Background: an optimization exercise with open tools, aiming at small area and a short achievable clock period. Do not read the settings as production practice. RTL that was checked went through simulation tests only; none was proved equivalent to the original.

==> inputs of indigo <==
// final_log
module final_log(clk, reset, base, in_data, out_data);
    input clk, reset;
    input [1:0] base;
    input [31:0] in_data;
    output reg [31:0] out_data;
    function [20:0] tn0;
        input [1:0] b;
        input [2:0] d;    
        begin
            case ({b[1], b[1] ? 1'b0 : b[0], d})
                5'b00000: tn0 = 21'h1fffff;
                5'b00001: tn0 = 21'h1d2eba;
                5'b00010: tn0 = 21'h1e730d;
                5'b00011: tn0 = 21'h1ba1c8;
                5'b00100: tn0 = 21'h1f2e7a;
                5'b00101: tn0 = 21'h1c5d35;
                5'b00110: tn0 = 21'h1da188;
                5'b00111: tn0 = 21'h1ad043;
                5'b01000: tn0 = 21'h1fffff;
                5'b01001: tn0 = 21'h198336;
                5'b01010: tn0 = 21'h1c6e00;
                5'b01011: tn0 = 21'h15f137;
                5'b01100: tn0 = 21'h1e1d8f;
                5'b01101: tn0 = 21'h17a0c6;
                5'b01110: tn0 = 21'h1a8b90;
                5'b01111: tn0 = 21'h140ec7;
                5'b10000: tn0 = 21'h1fffff;
                5'b10001: tn0 = 21'h16a3fd;
                5'b10010: tn0 = 21'h1ad961;
                5'b10011: tn0 = 21'h117d5f;
                5'b10100: tn0 = 21'h1d47fc;
                5'b10101: tn0 = 21'h13ebfa;
  ...
clock: 60.0 ns
lec_check: 0
abc_area: 1
cap_margin: 20
core_margin: 2
core_utilization: 40
cts_buf_list: sky130_fd_sc_hd__clkbuf_8
cts_cluster_diameter: 200
cts_cluster_size: 30
slew_margin: 20
standard.sh (not shown) runs the stock make flow with config.mk's settings and CLKGATE_MAP_FILE= SYNTH_SCRIPT=/design/flow/synth_recipe.tcl, a recipe that flattens the netlist after the stock synthesis.
==> flow/flow/run.sh <==
#!/bin/bash
set -euo pipefail
bash standard.sh SETUP_SLACK_MARGIN=35 "BUFFER_PORTS_ARGS=-buffer_cell sky130_fd_sc_hd__buf_1" SKIP_GATE_CLONING=1 finish > run.log 2>&1
==> tundra: changes against indigo <==
==> flow/flow/run.sh (replaced) <==
#!/bin/bash
set -euo pipefail
bash standard.sh SETUP_SLACK_MARGIN=37 "BUFFER_PORTS_ARGS=-buffer_cell sky130_fd_sc_hd__buf_1" SKIP_GATE_CLONING=1 finish > run.log 2>&1
==> results.py <==
metrics = {
    "run_status": {
        "outcome": "timing/DRC/antenna clean",
    },
    "layout": {
        "syn_to_final_growth_pct": 9.82,
        "nNetsFinal": 2302,
        "final_util": 0.446,
        "multi_input_area_mm2": 0.0111,
        "multi_input_area_share": 0.760,
    },
    "detailed_routing": {
        "avgViaCountPerCell": 5.10,
    },
    "clocking": {
        "cts_setup_buffers": 7,
    },
    "setup_path": {
        "arrival_ps": 22640,
        "crit_path_end": "wq[8]",
        "critical-path-max-stage-delay_ps": 630,
    },
}
the above is filed under tundra

==> results.py <==
metrics = {
    "layout": {
        "nNetsFinal": 2279,
        "final_util": 0.429,
    },
    "clocking": {
        "cts_setup_buffers": 0,
    },
    "detailed_routing": {
        "avgViaCountPerCell": 5.11,
    },
    "setup_path": {
        "arrival_ps": 24020,
    },
    "run_status": {
        "outcome": "timing/DRC/antenna clean",
    },
}
the above is filed under indigo

No run of this note included a check of the RTL's function; only the layout flow was run.

* * *

==> inputs of job 3490 <==
final_log, a different RTL version from the one above (not shown whole).
export LEC_CHECK = 0
export ABC_AREA = 1
export CAP_MARGIN = 20
export CORE_MARGIN = 2
export CORE_UTILIZATION = 40
export CTS_BUF_LIST = sky130_fd_sc_hd__clkbuf_8
export CTS_CLUSTER_DIAMETER = 200
export CTS_CLUSTER_SIZE = 30
export SLEW_MARGIN = 20
create_clock -name core_clock -period 60.0 [get_ports {clk}]
==> flow/flow/run.sh <==
#!/bin/bash
set -euo pipefail
bash standard.sh SETUP_SLACK_MARGIN=36 "BUFFER_PORTS_ARGS=-buffer_cell sky130_fd_sc_hd__buf_1" SKIP_GATE_CLONING=1 finish > run.log 2>&1
==> job 2375 (differences from job 3490) <==
==> flow/flow/run.sh (replaced) <==
#!/bin/bash
set -euo pipefail
bash standard.sh SETUP_SLACK_MARGIN=38 "BUFFER_PORTS_ARGS=-buffer_cell sky130_fd_sc_hd__buf_1" SKIP_GATE_CLONING=1 finish > run.log 2>&1
==> run notes <==
status complete, no violations; GRT Resource Usage Total 0.207; Final Util 0.432; clock network area share 0.00675; element type at the critical path start register; worst setup path end out_data[18]; DR pass1 iterations 6; M1 WL 16000 um; Via Count 12700; nets 2358; CP required 48000 ps; CP Capture Type output pin; Non-CTS buffers 81; fillcell total 3435; met3 wire length 1590 um; PostCTS Resize Cnt 0; DRT iter0 DRCs 933; Max-slew headroom 0.348; Final period util 0.383
[end of results for job 3490]
==> run notes <==
status complete, no violations; Non-CTS buffers 139; DR pass1 iterations 5; clock network area share 0.00613; Via Count 13100; nets 2416; worst setup path end wq[13]; met3 wire length 1760 um; Final Util 0.475; Final period util 0.361
[end of results for job 2375]

* * *

==> run a <==
final_log, a different RTL version from the one above (not shown whole).
==> flow/design.v (excerpt) <==
module final_log(clk, reset, base, in_data, out_data);
    input clk, reset;
    input [1:0] base;
    input [31:0] in_data;
    output reg [31:0] out_data;
    function [20:0] tn0;
        input [1:0] b;
        input [2:0] d;    
        begin
            case ({b[1], b[1] ? 1'b0 : b[0], d})
                5'b00000: tn0 = 21'h1fffff;
                5'b00001: tn0 = 21'h1d2eba;
                5'b00010: tn0 = 21'h1e730d;
                5'b00011: tn0 = 21'h1ba1c8;
                5'b00100: tn0 = 21'h1f2e7a;
                5'b00101: tn0 = 21'h1c5d35;
                5'b00110: tn0 = 21'h1da188;
                5'b00111: tn0 = 21'h1ad043;
                5'b01000: tn0 = 21'h1fffff;
                5'b01001: tn0 = 21'h198336;
                5'b01010: tn0 = 21'h1c6e00;
                5'b01011: tn0 = 21'h15f137;
                5'b01100: tn0 = 21'h1e1d8f;
                5'b01101: tn0 = 21'h17a0c6;
                5'b01110: tn0 = 21'h1a8b90;
                5'b01111: tn0 = 21'h140ec7;
                5'b10000: tn0 = 21'h1fffff;
                5'b10001: tn0 = 21'h16a3fd;
                5'b10010: tn0 = 21'h1ad961;
                5'b10011: tn0 = 21'h117d5f;
                5'b10100: tn0 = 21'h1d47fc;
                5'b10101: tn0 = 21'h13ebfa;
                5'b10110: tn0 = 21'h18215e;
                5'b10111: tn0 = 21'hec55c;
                default: tn0 = 21'h1fffff;
            endcase
        end
    endfunction
    function [17:0] tn1;
        input [1:0] b;
        input [1:0] d;    
        begin
  ...
export LEC_CHECK = 0
export ABC_AREA = 1
export CAP_MARGIN = 20
export CORE_MARGIN = 2
export CORE_UTILIZATION = 40
export CTS_BUF_LIST = sky130_fd_sc_hd__clkbuf_8
export CTS_CLUSTER_DIAMETER = 200
export CTS_CLUSTER_SIZE = 30
export SLEW_MARGIN = 20
create_clock -name core_clock -period 60.0 [get_ports {clk}]
==> flow/flow/run.sh <==
#!/bin/bash
# The standard layout (the standard.sh: ORFS from synthesis to the final
# layout, unchanged), with ORFS's timing repair asked to leave 35 ns of setup
# slack instead of none, so that it sizes and buffers the critical paths.
# Ports get buf_1 buffers rather than the delay cells buffer_ports picks on
# its own; the timing repair resizes them where that matters.
# The ORFS logs keep each tool's output; run.log keeps make's.
set -euo pipefail
bash standard.sh SETUP_SLACK_MARGIN=35 "BUFFER_PORTS_ARGS=-buffer_cell sky130_fd_sc_hd__buf_1" finish > run.log 2>&1
==> run b (differences from run a) <==
==> flow/flow/run.sh (replaced) <==
#!/bin/bash
# The standard layout, with ORFS's timing repair asked to leave 41 ns of setup
# slack (a 19 ns period) instead of none, so that it sizes and buffers the
# critical paths; every tool's output is kept in the ORFS logs and in run.log.
set -euo pipefail
bash standard.sh SETUP_SLACK_MARGIN=41 finish > run.log 2>&1
--- a/flow/config.mk
+++ b/flow/config.mk
@@ -11,5 +11,2 @@
 export CORE_UTILIZATION = 40
-export CTS_BUF_LIST = sky130_fd_sc_hd__clkbuf_8
-export CTS_CLUSTER_DIAMETER = 200
-export CTS_CLUSTER_SIZE = 30
 export SLEW_MARGIN = 20
==> run c (differences from run a) <==
==> flow/flow/run.sh (replaced) <==
#!/bin/bash
# The standard layout, with ORFS's timing repair asked to leave 35 ns of setup
# slack (a 25 ns period) instead of none, so that it sizes and buffers the
# critical paths; every tool's output is kept in the ORFS logs and in run.log.
set -euo pipefail
bash standard.sh SETUP_SLACK_MARGIN=35 finish > run.log 2>&1
--- a/flow/config.mk
+++ b/flow/config.mk
@@ -11,5 +11,2 @@
 export CORE_UTILIZATION = 40
-export CTS_BUF_LIST = sky130_fd_sc_hd__clkbuf_8
-export CTS_CLUSTER_DIAMETER = 200
-export CTS_CLUSTER_SIZE = 30
 export SLEW_MARGIN = 20
==> results.sh <==
export IMPL_status="timing/DRC/antenna clean"
export IMPL_maxSlewHeadroom=0.377
export IMPL_most_frequent_cells_in_the_layout="nand2_1 (419), inv_1 (355), ha_1 (176), o21ai_0 (131), nor2_1 (104)"
export IMPL_critPathArrivalTime_ps=12270
export IMPL_critical_path_max_stage_delay_ps=620
export IMPL_met1_usage_grt=0.262
export IMPL_max_freq_mhz=41.2
export IMPL_number_of_cells_in_the_finished_layout_apart_from_fillers=2370
export IMPL_initialDrtViolationCount=673
export IMPL_post_dp_cell_area_sq_um=13800
export IMPL_met3RoutedLength_mm=1.25
[end of results for run c]
==> results.sh <==
export IMPL_number_of_cells_in_the_finished_layout_apart_from_fillers=2358
export IMPL_post_dp_cell_area_sq_um=13400
export IMPL_initialDrtViolationCount=637
export IMPL_status="timing/DRC/antenna clean"
export IMPL_most_frequent_cells_in_the_layout="nand2_1 (422), inv_1 (356), ha_1 (177), o21ai_0 (143), nor2_1 (104)"
export IMPL_critPathArrivalTime_ps=12140
export IMPL_met1_usage_grt=0.268
[end of results for run a]
==> results.sh <==
export IMPL_initialDrtViolationCount=688
export IMPL_met3RoutedLength_mm=1.65
export IMPL_max_freq_mhz=43.2
export IMPL_status="timing/DRC/antenna clean"
export IMPL_met1_usage_grt=0.278
export IMPL_critical_path_max_stage_delay_ps=590
export IMPL_number_of_cells_in_the_finished_layout_apart_from_fillers=2568
export IMPL_post_dp_cell_area_sq_um=14400
[end of results for run b]

[separate check: timing with driven ports]
No port has a modelled driver above. Below, the same layouts with a new extraction and two added sets of constraints.
Step 1 assumes that a clkbuf_16 drives the clock port and a buf_2 every other input.
Step 2 times the ports against the registers' clock, not the clock port: input delays grow and output delays shrink by t, the midpoint of the rising clock arrivals with the driver on.
Slacks: ideal / step 1 / step 2; pairs: ideal / step 1.
| run | t, ns | setup WS [ns] | worst register clock-pin slew, ns |
|---|---|---|---|
| indigo | 0.330 | 36.155 / 36.166 / 35.836 | 0.08 / 0.08 |
| tundra | 0.331 | 37.540 / 37.549 / 37.219 | 0.08 / 0.08 |
| job 3490 | 0.345 | 37.016 / 36.979 / 36.742 | 0.10 / 0.10 |
| job 2375 | 0.349 | 38.358 / 38.360 / 38.012 | 0.10 / 0.10 |
| run a | 0.339 | 35.865 / 35.830 / 36.168 | 0.08 / 0.08 |
| run b | 0.327 | 36.872 / 36.831 / 37.158 | 0.06 / 0.06 |
| run c | 0.327 | 35.728 / 35.689 / 35.899 | 0.06 / 0.06 |
After both steps every run listed still meets setup and hold. For job 2375, which loses most, drivers alone change the setup slack by +0.002 ns; drivers and shift together by -0.346 ns.
